Context: an optimization exercise on an open-source flow, tuned for small area. The choices shown serve that exercise and are no tape-out recipe.
In this exercise RTL edits were held to simulation tests only and were not proved equivalent to the original.
Power figures rest on the tool's default switching activity, not on a simulated workload.

## flow/config.mk

```make
export PLATFORM = sky130hd
export DESIGN_NAME = Guitar_Villains
export DESIGN_NICKNAME = Guitar_Villains
export VERILOG_FILES = /design/flow/design.v
export SDC_FILE = /design/flow/constraint.sdc
export NUM_CORES = 4
export LEC_CHECK = 0
export CAP_MARGIN = 20
export CORE_MARGIN = 2
export CORE_UTILIZATION = 40
export SLEW_MARGIN = 20
```

## flow/design.v

```verilog
module gv_sync (
  input  logic clk, n_rst, in,
  output logic edge_o
);
  logic s1, s2, s3;
  always_ff @(posedge clk, negedge n_rst)
    if (!n_rst) {s1, s2, s3} <= 3'b0;
    else        {s1, s2, s3} <= {in, s1, s2};
  assign edge_o = s2 & ~s3;
endmodule
module gv_row (
  input  logic        clk, n_rst,
  input  logic        pushed,       
  input  logic        idle,
  input  logic        p37,          
  input  logic        set_win,      
  input  logic        clr_win,      
  input  logic        cnt_le,       
  output logic [15:0] nh, nm,
  output logic        good, missed
);
  logic sc, win, hit, ne1, ne2, chk;
  logic [13:0] fcg, fcm;
  function automatic [4:0] bcdadd1(input [3:0] a, input [3:0] b, input ci);
    logic [4:0] r;
    r = {1'b0, a} + {1'b0, b} + {4'b0, ci};
    bcdadd1 = (r[4] || r[3:0] > 4'd9) ? r + 5'd6 : r;
  endfunction
  function automatic [15:0] bcdinc(input [15:0] a);
    logic [4:0] d0, d1, d2, d3;
    d0 = bcdadd1(a[3:0], 4'd1, 1'b0);
    d1 = bcdadd1(a[7:4], 4'd0, d0[4]);
    d2 = bcdadd1(a[11:8], 4'd0, d1[4]);
    d3 = bcdadd1(a[15:12], 4'd0, d2[4]);
    bcdinc = {d3[3:0], d2[3:0], d1[3:0], d0[3:0]};
  endfunction
  function automatic [15:0] bcdadd3(input [15:0] a);
    logic [4:0] d0, d1, d2, d3;
    d0 = bcdadd1(a[3:0], 4'd3, 1'b0);
    d1 = bcdadd1(a[7:4], 4'd0, d0[4]);
    d2 = bcdadd1(a[11:8], 4'd0, d1[4]);
    d3 = bcdadd1(a[15:12], 4'd0, d2[4]);
    bcdadd3 = {d3[3:0], d2[3:0], d1[3:0], d0[3:0]};
  endfunction
  assign chk = ~ne1 & ne2;
  always_ff @(posedge clk, negedge n_rst) begin
    if (!n_rst) begin
      sc <= 0; win <= 0; hit <= 0; ne1 <= 0; ne2 <= 0;
      nh <= 0; nm <= 0; good <= 0; missed <= 0; fcg <= 0; fcm <= 0;
    end else begin
      if (p37 && set_win) sc <= 1'b1;
      else if (clr_win)   sc <= 1'b0;
      win <= sc & cnt_le;
      ne1 <= sc;
      ne2 <= ne1;
      if (chk) hit <= 1'b0;
      else if (pushed && win) hit <= 1'b1;
      if (chk && hit) nh <= bcdadd3(nh);
      else if (idle)  nh <= 16'd0;
      if (chk && !hit)          nm <= bcdinc(nm);
      else if (pushed && !win)  nm <= nm + 16'd1;
      else if (idle)            nm <= 16'd0;
      if (sc && pushed) good <= 1'b1;
      else if (good && fcg == 14'd10000) good <= 1'b0;
      fcg <= (good && fcg != 14'd10000) ? fcg + 14'd1 : 14'd0;
      if (!sc && pushed) missed <= 1'b1;
      else if (missed && fcm == 14'd10000) missed <= 1'b0;
      fcm <= (missed && fcm != 14'd10000) ? fcm + 14'd1 : 14'd0;
    end
  end
endmodule
module gv_notes #(parameter logic [31:0] INIT = 32'h0) (
  input  logic       clk, n_rst,
  input  logic       edit, run, diff, pause, first,
  input  logic       entry,      
  input  logic       b,          
  input  logic       scroll,     
  input  logic       done,       
  output logic [4:0] idx,
  output logic [6:0] v,          
  output logic [6:0] w           
);
  logic [31:0] n;
  logic [4:0] sel;
  logic rd;
  assign sel = edit ? idx - 5'd7 : idx;
  assign rd = n[sel];
  always_ff @(posedge clk, negedge n_rst) begin
    if (!n_rst) begin
      n <= INIT; idx <= 5'd31; v <= 7'd0; w <= 7'd0;
    end else begin
      if (entry) n[idx] <= b;
      if (edit) begin
        if (entry) idx <= idx - 5'd1;
      end else if (run) begin
        if (scroll && !done) idx <= idx - 5'd1;
      end else if (!pause)
        idx <= 5'd31;
      if (diff) v <= 7'd0;
      else if (scroll) v <= {v[5:0], rd & ~done};
      if (!edit) w <= 7'd0;
      else if (first) w <= entry ? n[30:24] : n[31:25];
      else if (entry) begin
        if (idx == 5'd0) w <= n[31:25];
        else w <= {w[5:0], (idx >= 5'd7) ? rd : 1'b0};
      end
    end
  end
endmodule
module Guitar_Villains(
    input logic clk,
    input logic n_rst,
    input logic [3:0]button,
    input logic chip_select,
    output logic [6:0]top_row,
    output logic [6:0]bottom_row,
    output logic red_disp,
    output logic green_disp,
    output logic [6:0]ss0,
    output logic [6:0]ss1
);
  localparam IDLE = 3'd1;
  localparam EDIT = 3'd2;
  localparam DIFF = 3'd3;
  localparam RUN = 3'd4;
  localparam PAUSE = 3'd5;
  localparam FINISH = 3'd6;
  function automatic [4:0] bcdadd1(input [3:0] a, input [3:0] b, input ci);
    logic [4:0] r;
    r = {1'b0, a} + {1'b0, b} + {4'b0, ci};
    bcdadd1 = (r[4] || r[3:0] > 4'd9) ? r + 5'd6 : r;
  endfunction
  function automatic [15:0] bcdadd4(input [15:0] a, input [15:0] b, input ci);
    logic [4:0] d0, d1, d2, d3;
    d0 = bcdadd1(a[3:0], b[3:0], ci);
    d1 = bcdadd1(a[7:4], b[7:4], d0[4]);
    d2 = bcdadd1(a[11:8], b[11:8], d1[4]);
    d3 = bcdadd1(a[15:12], b[15:12], d2[4]);
    bcdadd4 = {d3[3:0], d2[3:0], d1[3:0], d0[3:0]};
  endfunction
  function automatic [3:0] comp9(input [3:0] a);
    comp9 = (a <= 4'd9) ? 4'd9 - a : 4'd0;
  endfunction
  function automatic [6:0] seg7(input [3:0] a);
    case (a)
      4'd0: seg7 = 7'b0111111;
      4'd1: seg7 = 7'b0000110;
      4'd2: seg7 = 7'b1011011;
      4'd3: seg7 = 7'b1001111;
      4'd4: seg7 = 7'b1100110;
      4'd5: seg7 = 7'b1101101;
      4'd6: seg7 = 7'b1111101;
      4'd7: seg7 = 7'b0000111;
      4'd8: seg7 = 7'b1111111;
      4'd9: seg7 = 7'b1100111;
      default: seg7 = 7'b0000000;
    endcase
  endfunction
  logic e0, e1, e2, e3, e3r;
  gv_sync sy0 (.clk(clk), .n_rst(n_rst), .in(button[0]), .edge_o(e0));
  gv_sync sy1 (.clk(clk), .n_rst(n_rst), .in(button[1]), .edge_o(e1));
  gv_sync sy2 (.clk(clk), .n_rst(n_rst), .in(button[2] & ~chip_select), .edge_o(e2));
  gv_sync sy3 (.clk(clk), .n_rst(n_rst), .in(button[3] & ~chip_select), .edge_o(e3));
  gv_sync sy4 (.clk(clk), .n_rst(n_rst), .in(button[3]), .edge_o(e3r));
  logic [2:0] mode;
  logic m_idle, m_edit, m_diff, m_run, m_pause, m_fin;
  assign m_idle  = mode == IDLE;
  assign m_edit  = mode == EDIT;
  assign m_diff  = mode == DIFF;
  assign m_run   = mode == RUN;
  assign m_pause = mode == PAUSE;
  assign m_fin   = mode == FINISH;
  logic [5:0] fp;
  logic finish;
  assign finish = fp == 6'd41;
  always_ff @(posedge clk, negedge n_rst) begin
    if (!n_rst) mode <= IDLE;
    else if (e2) begin
      case (mode)
        IDLE: mode <= EDIT;
        EDIT: mode <= DIFF;
        DIFF: mode <= RUN;
        RUN: mode <= PAUSE;
        PAUSE: mode <= RUN;
        default: mode <= IDLE;
      endcase
    end else if (e3) begin
      if (!m_edit) mode <= FINISH;
    end else if (finish) mode <= FINISH;
  end
  logic [1:0] level;
  always_ff @(posedge clk, negedge n_rst) begin
    if (!n_rst) level <= 2'd1;
    else if (m_diff && e1) level <= (level == 2'd1) ? 2'd2 : (level == 2'd2) ? 2'd3 : 2'd1;
  end
  logic [16:0] cnt;
  logic hz;
  logic at_lim, set_win, clr_win, cnt_le;
  always_comb begin
    case (level)
      2'd2: begin at_lim = cnt == 17'd40000; set_win = cnt == 17'd29000; end
      2'd3: begin at_lim = cnt == 17'd30000; set_win = cnt == 17'd19000; end
      default: begin at_lim = cnt == 17'd50000; set_win = cnt == 17'd39000; end
    endcase
  end
  assign clr_win = cnt == 17'd11000;
  assign cnt_le = cnt <= 17'd59999;
  always_ff @(posedge clk, negedge n_rst) begin
    if (!n_rst) begin
      cnt <= 0; hz <= 0;
    end else begin
      hz <= at_lim & m_run;
      cnt <= (at_lim & m_run) ? 17'd0 : cnt + 17'd1;
    end
  end
  always_ff @(posedge clk, negedge n_rst) begin
    if (!n_rst) fp <= 0;
    else if (finish) fp <= 0;
    else if (hz) fp <= fp + 6'd1;
  end
  logic ts, tg, tr, first;
  logic [4:0] idx1, idx2, position;
  logic [6:0] v1, v2, w1, w2;
  logic done, scroll;
  logic ent, ent1, ent2;
  assign scroll = m_run & hz;
  assign ent = m_edit & (e0 ^ e1);
  assign ent1 = ent & ~ts;
  assign ent2 = ent & ts;
  assign first = ~(tg | tr);
  gv_notes #(.INIT(32'hcccccccc)) nt1 (.clk(clk), .n_rst(n_rst), .edit(m_edit), .run(m_run), .diff(m_diff),
    .pause(m_pause), .first(first), .entry(ent1), .b(e1), .scroll(scroll), .done(done), .idx(idx1), .v(v1), .w(w1));
  gv_notes #(.INIT(32'haaaaaaaa)) nt2 (.clk(clk), .n_rst(n_rst), .edit(m_edit), .run(m_run), .diff(m_diff),
    .pause(m_pause), .first(first), .entry(ent2), .b(e1), .scroll(scroll), .done(done), .idx(idx2), .v(v2), .w(w2));
  always_ff @(posedge clk, negedge n_rst) begin
    if (!n_rst) begin
      ts <= 0; tg <= 0; tr <= 0; position <= 5'd31; done <= 0;
    end else begin
      ts <= m_edit & (ts ^ e3r);
      tg <= m_edit & ~ts;
      tr <= m_edit & ts;
      position <= m_edit ? (ts ? idx2 : idx1) : 5'd31;
      if (m_diff) done <= 1'b0;
      else if (scroll && idx1 == 5'd0) done <= 1'b1;
    end
  end
  logic [15:0] nh1, nm1, nh2, nm2;
  logic good1, good2, missed1, missed2;
  gv_row r1 (.clk(clk), .n_rst(n_rst), .pushed(m_run & e0), .idle(m_idle), .p37(v1[5]),
    .set_win(set_win), .clr_win(clr_win), .cnt_le(cnt_le), .nh(nh1), .nm(nm1), .good(good1), .missed(missed1));
  gv_row r2 (.clk(clk), .n_rst(n_rst), .pushed(m_run & e1), .idle(m_idle), .p37(v2[5]),
    .set_win(set_win), .clr_win(clr_win), .cnt_le(cnt_le), .nh(nh2), .nm(nm2), .good(good2), .missed(missed2));
  logic [15:0] th, tm, tsc, tm9;
  logic [7:0] hits8, misses8, score, dneg;
  logic is_neg, flash_on;
  logic [16:0] fc;
  assign th = bcdadd4(nh1, nh2, 1'b0);
  assign tm = bcdadd4(nm1, nm2, 1'b0);
  assign tm9 = {comp9(tm[15:12]), comp9(tm[11:8]), comp9(tm[7:4]), comp9(tm[3:0])};
  assign tsc = bcdadd4(th, tm9, 1'b1);
  assign hits8 = (th > 16'h99) ? 8'h99 : th[7:0];
  assign misses8 = (tm > 16'h99) ? 8'h99 : tm[7:0];
  logic [15:0] dn16;
  assign dn16 = bcdadd4({8'b0, comp9(tsc[7:4]), comp9(tsc[3:0])}, 16'b0, 1'b1);
  assign dneg = dn16[7:0];
  assign is_neg = tsc >= 16'h5000;
  assign flash_on = ~is_neg | (fc < 17'd49999);
  always_comb begin
    if (tsc > 16'h99 && tsc < 16'h5000) score = 8'h99;
    else if (is_neg) score = (tsc <= 16'h9999 && tsc >= 16'h9901) ? dneg : 8'h99;
    else score = tsc[7:0];
  end
  always_ff @(posedge clk, negedge n_rst) begin
    if (!n_rst) fc <= 0;
    else if (is_neg) fc <= (fc == 17'd99999) ? 17'd0 : fc + 17'd1;
  end
  logic [7:0] hs;
  logic [1:0] sm;
  always_ff @(posedge clk, negedge n_rst) begin
    if (!n_rst) begin
      hs <= 0; sm <= 0;
    end else begin
      if (m_fin && score > hs && !is_neg) hs <= score;
      if (e0) sm <= sm + 2'd1;
    end
  end
  logic [7:0] dv;
  logic den;
  logic [3:0] pu;
  logic [1:0] pt;
  always_comb begin
    if (position >= 5'd30) begin pt = 2'd3; pu = position - 5'd30; end
    else if (position >= 5'd20) begin pt = 2'd2; pu = position - 5'd20; end
    else if (position >= 5'd10) begin pt = 2'd1; pu = position - 5'd10; end
    else begin pt = 2'd0; pu = position[3:0]; end
  end
  always_comb begin
    dv = score;
    den = flash_on;
    if (m_edit) begin
      dv = {2'b0, pt, pu}; den = 1'b1;
    end else if (m_fin) begin
      case (sm)
        2'd1: begin dv = hs; den = 1'b1; end
        2'd2: begin dv = hits8; den = 1'b1; end
        2'd3: begin dv = misses8; den = 1'b1; end
        default: ;
      endcase
    end
  end
  always_comb begin
    top_row = 7'b0; bottom_row = 7'b0; red_disp = 1'b0; green_disp = 1'b0;
    ss0 = 7'b0; ss1 = 7'b0;
    if (!chip_select) begin
      case (mode)
        IDLE: begin top_row = 7'h7f; bottom_row = 7'h7f; end
        EDIT: begin
          green_disp = tg; red_disp = tr; top_row = w2; bottom_row = w1;
          ss0 = seg7(dv[3:0]); ss1 = seg7(dv[7:4]);
        end
        DIFF: begin
          ss0 = seg7({2'b0, level}); ss1 = 7'b1011110;
        end
        RUN, PAUSE: begin
          green_disp = good1 | good2; red_disp = missed1 | missed2;
          top_row = v1; bottom_row = v2;
          if (den) begin ss0 = seg7(dv[3:0]); ss1 = seg7(dv[7:4]); end
        end
        FINISH: begin
          green_disp = (sm == 2'd1) | (sm == 2'd2);
          red_disp = (sm == 2'd1) | (sm == 2'd3);
          if (den) begin ss0 = seg7(dv[3:0]); ss1 = seg7(dv[7:4]); end
        end
        default: ;
      endcase
    end
  end
endmodule
```

## flow/constraint.sdc

```tcl
create_clock -name core_clock -period 20.0 [get_ports {clk}]
set_input_delay 4.0000 -clock core_clock [delete_from_list [all_inputs] [get_ports {clk}]]
set_output_delay 4.0000 -clock core_clock [all_outputs]
set_load 0.01 [all_outputs]
```

## flow/run.sh

```bash
#!/bin/bash
# synth_recipe.tcl (not shown) runs the flow's synth.tcl, then flattens the netlist and writes it again
# the make line also repeats each setting of config.mk as NAME=value (left out here)
make -C /OpenROAD-flow-scripts/flow DESIGN_CONFIG=/design/flow/config.mk WORK_HOME=/design/flow/orfs CLKGATE_MAP_FILE= SYNTH_SCRIPT=/design/flow/synth_recipe.tcl finish
```

==> run notes <==
## registers in the layout (all words and copies together) (netlist names), 6 cells and up
name	cells
nt1.n	32
nt2.n	32
cnt	17
fc	17
r1.nh	16
r1.nm	16
r2.nh	16
r2.nm	16
r1.fcg	14
r1.fcm	14
r2.fcg	14
r2.fcm	14
hs	8
nt1.v	7
nt1.w	7
nt2.v	7
nt2.w	7
fp	6
## logic make-up after synthesis
group           synth area share, %
fa+ha+maj                      10.1
compound gates                 19.5
xor+xnor                       6.40
flops                          32.5
simple gates                   21.7
mux                            5.37
buf+inv                        4.28
## metal layers
layer	share of wire (%)	up-vias	GRT usage, %
met2	46	475	33.9
met5	0.017	-	0
met1	46	10300	27.8
met3	4.7	120	3.02
met4	2.9	2	6.56
li1	-	10300	-
## worst paths after layout
| path | start | endpoint | slack (ns) | cells after the start |
|---|---|---|---|---|
| setup / recovery | r1.nm[0] | ss1[0] | 2.55 | 39 |
| setup reg to reg | r1.nm[0] | hs[7] | 7.36 | 44 |
| hold / removal | sy2.s1 | sy2.s2 | 0.35 | 0 |
| min in group asynchronous | n_rst | nt2.n[22] | 3.46 | 1 |
| max in group asynchronous | n_rst | r1.nh[4] | 15.12 | 2 |
| hold reg to reg | sy2.s1 | sy2.s2 | 0.35 | 0 |
## power by group
| part | total, mW | switching, mW | internal (mW) |
|---|---|---|---|
| Clock | 0.743 | 0.298 | 0.445 |
| Sequential | 0.759 | 0.0656 | 0.693 |
| Combinational | 3.67 | 2.26 | 1.41 |
## worst reg2reg max path, delay by kind of cell, from the launching register on
family | cells | cell delay [ns]
adders and majority gates | 12 | 4.48
AOI/OAI and AO/OA | 13 | 3.48
and+or+nand+nor | 13 | 2.61
xor gates and xnor gates | 4 | 1.02
DFF | 1 | 0.45
muxes | 1 | 0.40
buffers and inverters | 1 | 0.06
## Yosys cell counts, types with 20 or more instances
master,number,share of area [%]
sky130_fd_sc_hd__nand2_1,332,5.1
sky130_fd_sc_hd__nor2_1,330,5.1
sky130_fd_sc_hd__dfrtp_1,267,27
sky130_fd_sc_hd__a21oi_1,192,3.9
sky130_fd_sc_hd__ha_1,165,8.4
sky130_fd_sc_hd__o21ai_0,163,3.3
sky130_fd_sc_hd__inv_1,149,2.3
sky130_fd_sc_hd__nand3_1,99,2.0
sky130_fd_sc_hd__clkbuf_1,98,1.5
sky130_fd_sc_hd__xnor2_1,97,3.5
sky130_fd_sc_hd__xor2_1,80,2.9
sky130_fd_sc_hd__nor3_1,57,1.2
sky130_fd_sc_hd__dfstp_2,49,5.3
sky130_fd_sc_hd__and3_1,45,1.1
sky130_fd_sc_hd__nor2b_1,45,1.1
sky130_fd_sc_hd__a22o_1,43,1.5
sky130_fd_sc_hd__mux2_2,42,1.9
sky130_fd_sc_hd__mux2i_1,39,1.6
sky130_fd_sc_hd__nand2b_1,37,0.95
sky130_fd_sc_hd__a211oi_1,35,1.1
sky130_fd_sc_hd__a31oi_1,33,0.84
sky130_fd_sc_hd__nand4_1,31,0.79
sky130_fd_sc_hd__and2_1,28,0.72
sky130_fd_sc_hd__o211ai_1,27,0.83
sky130_fd_sc_hd__or3_1,25,0.64
sky130_fd_sc_hd__a21o_1,24,0.74
sky130_fd_sc_hd__fa_1,21,1.7
sky130_fd_sc_hd__mux4_2,20,1.8
## final cells by class
cell class | instances | area, µm² | share of cell area, %
multi-input combinational | 2312 | 15500 | 57.5
sequential | 316 | 7970 | 29.6
clock buffer | 58 | 1160 | 4.31
tap | 782 | 978 | 3.64
timing repair buffer | 61 | 566 | 2.10
inverter | 149 | 559 | 2.08
clock inverter | 15 | 199 | 0.739
## metrics by stage
stage	worst slack, ns	instances	utilization (%)	total power [mW]	hold WS [ns]
2_1_floorplan	5.43	2897	-	3.48	0.331
3_3_place_gp	3.68	3620	42.2	4.38	0.331
3_5_place_dp	3.34	3620	42.2	4.36	0.336
4_1_cts	2.66	3693	44.5	5.14	0.351
5_1_grt	1.47	3693	44.5	5.61	0.349
6_report	2.55	3693	44.5	5.17	0.352
==> impl_table.tex <==
\begin{tabular}{lr}
\hline
Metric & Value \\
\hline
\multicolumn{2}{l}{\textbf{Status}} \\
Outcome & no timing/DRC/antenna violations \\
\multicolumn{2}{l}{\textbf{Placement}} \\
Last weighted congestion value of the routability-driven placer & between 0.9 and 1 \\
Placed inst area & $\sim$26000 µm² \\
Post-DP HPWL & about 49000 µm \\
Count of port buffers added during placement & 36 \\
\multicolumn{2}{l}{\textbf{Clocking}} \\
Number of setup buffers added after CTS & 0 \\
Depth of the CTS H-tree & 2 \\
Number of buffers on the longest clock path & 3 \\
Number of resized instances in the post-cts repair step & 0 \\
Root buffer cell & sky130\_fd\_sc\_hd\_\_clkbuf\_16 \\
Post-CTS Hold Buffers & 0 \\
Clock slew at reported path FFs & roughly 0.06 ns \\
Total number of clock tree sinks & approximately 320 \\
Clock network latency to the later pin of the worst-skew pair & around 0.57 ns \\
CTS tree & built \\
Inserted Clock Buffers & 40 \\
\multicolumn{2}{l}{\textbf{Power}} \\
Leakage power of the design & about 11 nW \\
VDD IR max & roughly 300 µV \\
Total power divided by cell area & 192 nW/µm² \\
\multicolumn{2}{l}{\textbf{Route}} \\
DRT Wirelength & 65700 µm \\
Detailed router's first-iteration violation count & about 1700 \\
Count of TritonRoute iterations in the first routing pass & 5 \\
Number of vias in the routed layout & 21200 \\
Number of routed nets with antenna violations & 0 \\
Drc violations & 0 \\
Via density per instance & around 5.8 \\
Routed len/inst & 17.8 µm \\
\multicolumn{2}{l}{\textbf{STA}} \\
Final min period & approximately 17 ns \\
Setup repair after global routing missed its margin & false \\
Final setup violation count & 0 \\
Part of the cycle the worst path needs & slightly below 90\% \\
Worst clock skew & between 0.02 and 0.03 ns \\
Highest achievable clock rate & between 50 and 60 MHz \\
Setup\_tns & 0 ns \\
Final hold violation count & 0 \\
Transition at the pin with the smallest max-transition slack & a little under 1 ns \\
Max-slew headroom at the worst pin & between 30\% and 40\% \\
Max-slew violations & 0 \\
\multicolumn{2}{l}{\textbf{Logic synthesis}} \\
Synth Instances & $\sim$2900 \\
Share of flip-flops with an asynchronous set or reset after synthesis & 100\% \\
Synth Register Bits & about 320 \\
Number of different library cells in the post-synthesis netlist & between 90 and 100 \\
Mapped Avg Cell Area & approximately 8.5 µm² \\
Top flip-flop cell by instance count after synthesis & sky130\_fd\_sc\_hd\_\_dfrtp\_1 \\
Number of flops mapped to enable cells by yosys & 0 \\
Share of the yosys chip area belonging to registers & approximately 33\% \\
Post-synthesis instance area & 24500 µm² \\
Yosys warns & 5 \\
Post-Syn Nets & slightly above 3000 \\
\multicolumn{2}{l}{\textbf{GRT}} \\
Wire length of the first global-routing pass & roughly 110000 µm \\
Total global routing overflow & 0 \\
Antenna violations before repair & 1 \\
Total routing resource utilization after global routing & about a fifth \\
Maximum number of pins on one net before global-route repair & roughly 160 \\
Number of global-route vias before repair & between 20000 and 25000 \\
\multicolumn{2}{l}{\textbf{Min path}} \\
Worst hold path type & flip-flop to flip-flop \\
\multicolumn{2}{l}{\textbf{Worst setup path}} \\
Family with the most delay on the worst path & adder cells \\
Longest individual stage delay on the worst path & around 0.66 ns \\
Critical Path Source Type & flip-flop \\
Category of the most critical setup path & flip-flop to output pin \\
Data arrival, critical path & 13.45 ns \\
Most repeated library cell on the critical path & sky130\_fd\_sc\_hd\_\_fa\_1 \\
Worst Path Buf+Inv & 3 \\
Largest fanout of any net on the critical path & 11 \\
Required time at the endpoint of the critical path & roughly 16 ns \\
Sort of element at the end of the critical path & output pin \\
Max stage delay cell, worst path & sky130\_fd\_sc\_hd\_\_a211oi\_1 \\
\multicolumn{2}{l}{\textbf{Floorplan}} \\
Overall die height & around 250 µm \\
Initial cell density of the core & between 40\% and 50\% \\
Total Die Area & $\sim$63000 µm² \\
Number of ports placed on the die boundary & 37 \\
Die width & 251 µm \\
Core region area & 60500 µm² \\
\# rows & 90 \\
\multicolumn{2}{l}{\textbf{Cells and area}} \\
Number of inserted filler cells in the final layout & 5761 \\
Leading cell types in the layout, fill and taps excluded & sky130\_fd\_sc\_hd\_\_nand2\_1 (332), sky130\_fd\_sc\_hd\_\_nor2\_1 (329), sky130\_fd\_sc\_hd\_\_dfrtp\_1 (267) \\
Area grow syn2layout & 9.90\% \\
Layout net count & just over 3000 \\
Share of cells above drive strength 1 & 8.21\% \\
N\_diodes & 0 \\
Most common cell after layout, fill and taps aside & sky130\_fd\_sc\_hd\_\_nand2\_1 \\
Design area & $\sim$27000 µm² \\
\multicolumn{2}{l}{\textbf{Flow run}} \\
Maximum capacitance violations & 0 \\
\hline
\end{tabular}

what the ideal ports hide:
Ports are ideal in the flow. The routed layout listed here was re-timed in OpenROAD.
Step 1 (the two cells are an assumption about what drives the block):
set clk [get_ports {clk}]
set_driving_cell -lib_cell sky130_fd_sc_hd__clkbuf_16 $clk
set_driving_cell -lib_cell sky130_fd_sc_hd__buf_2 [delete_from_list [all_inputs] $clk]
Step 2 moves the port delays by t, midway between the first and last clock arrival at a register: inputs arrive t later, outputs are due t later. That takes back most of the time a late clock gives input paths.
Three values: ideal, step 1, step 2; two values: the first two.
shift t [ns]: 0.618
setup WS [ns]: 2.548 / 2.490 / 3.108
worst setup path after step 2: register to output
cell pins on the clock port's net: 1
After both steps this run still meets setup and hold. For this run, drivers alone change the setup slack by -0.058 ns; drivers and shift together by +0.560 ns.
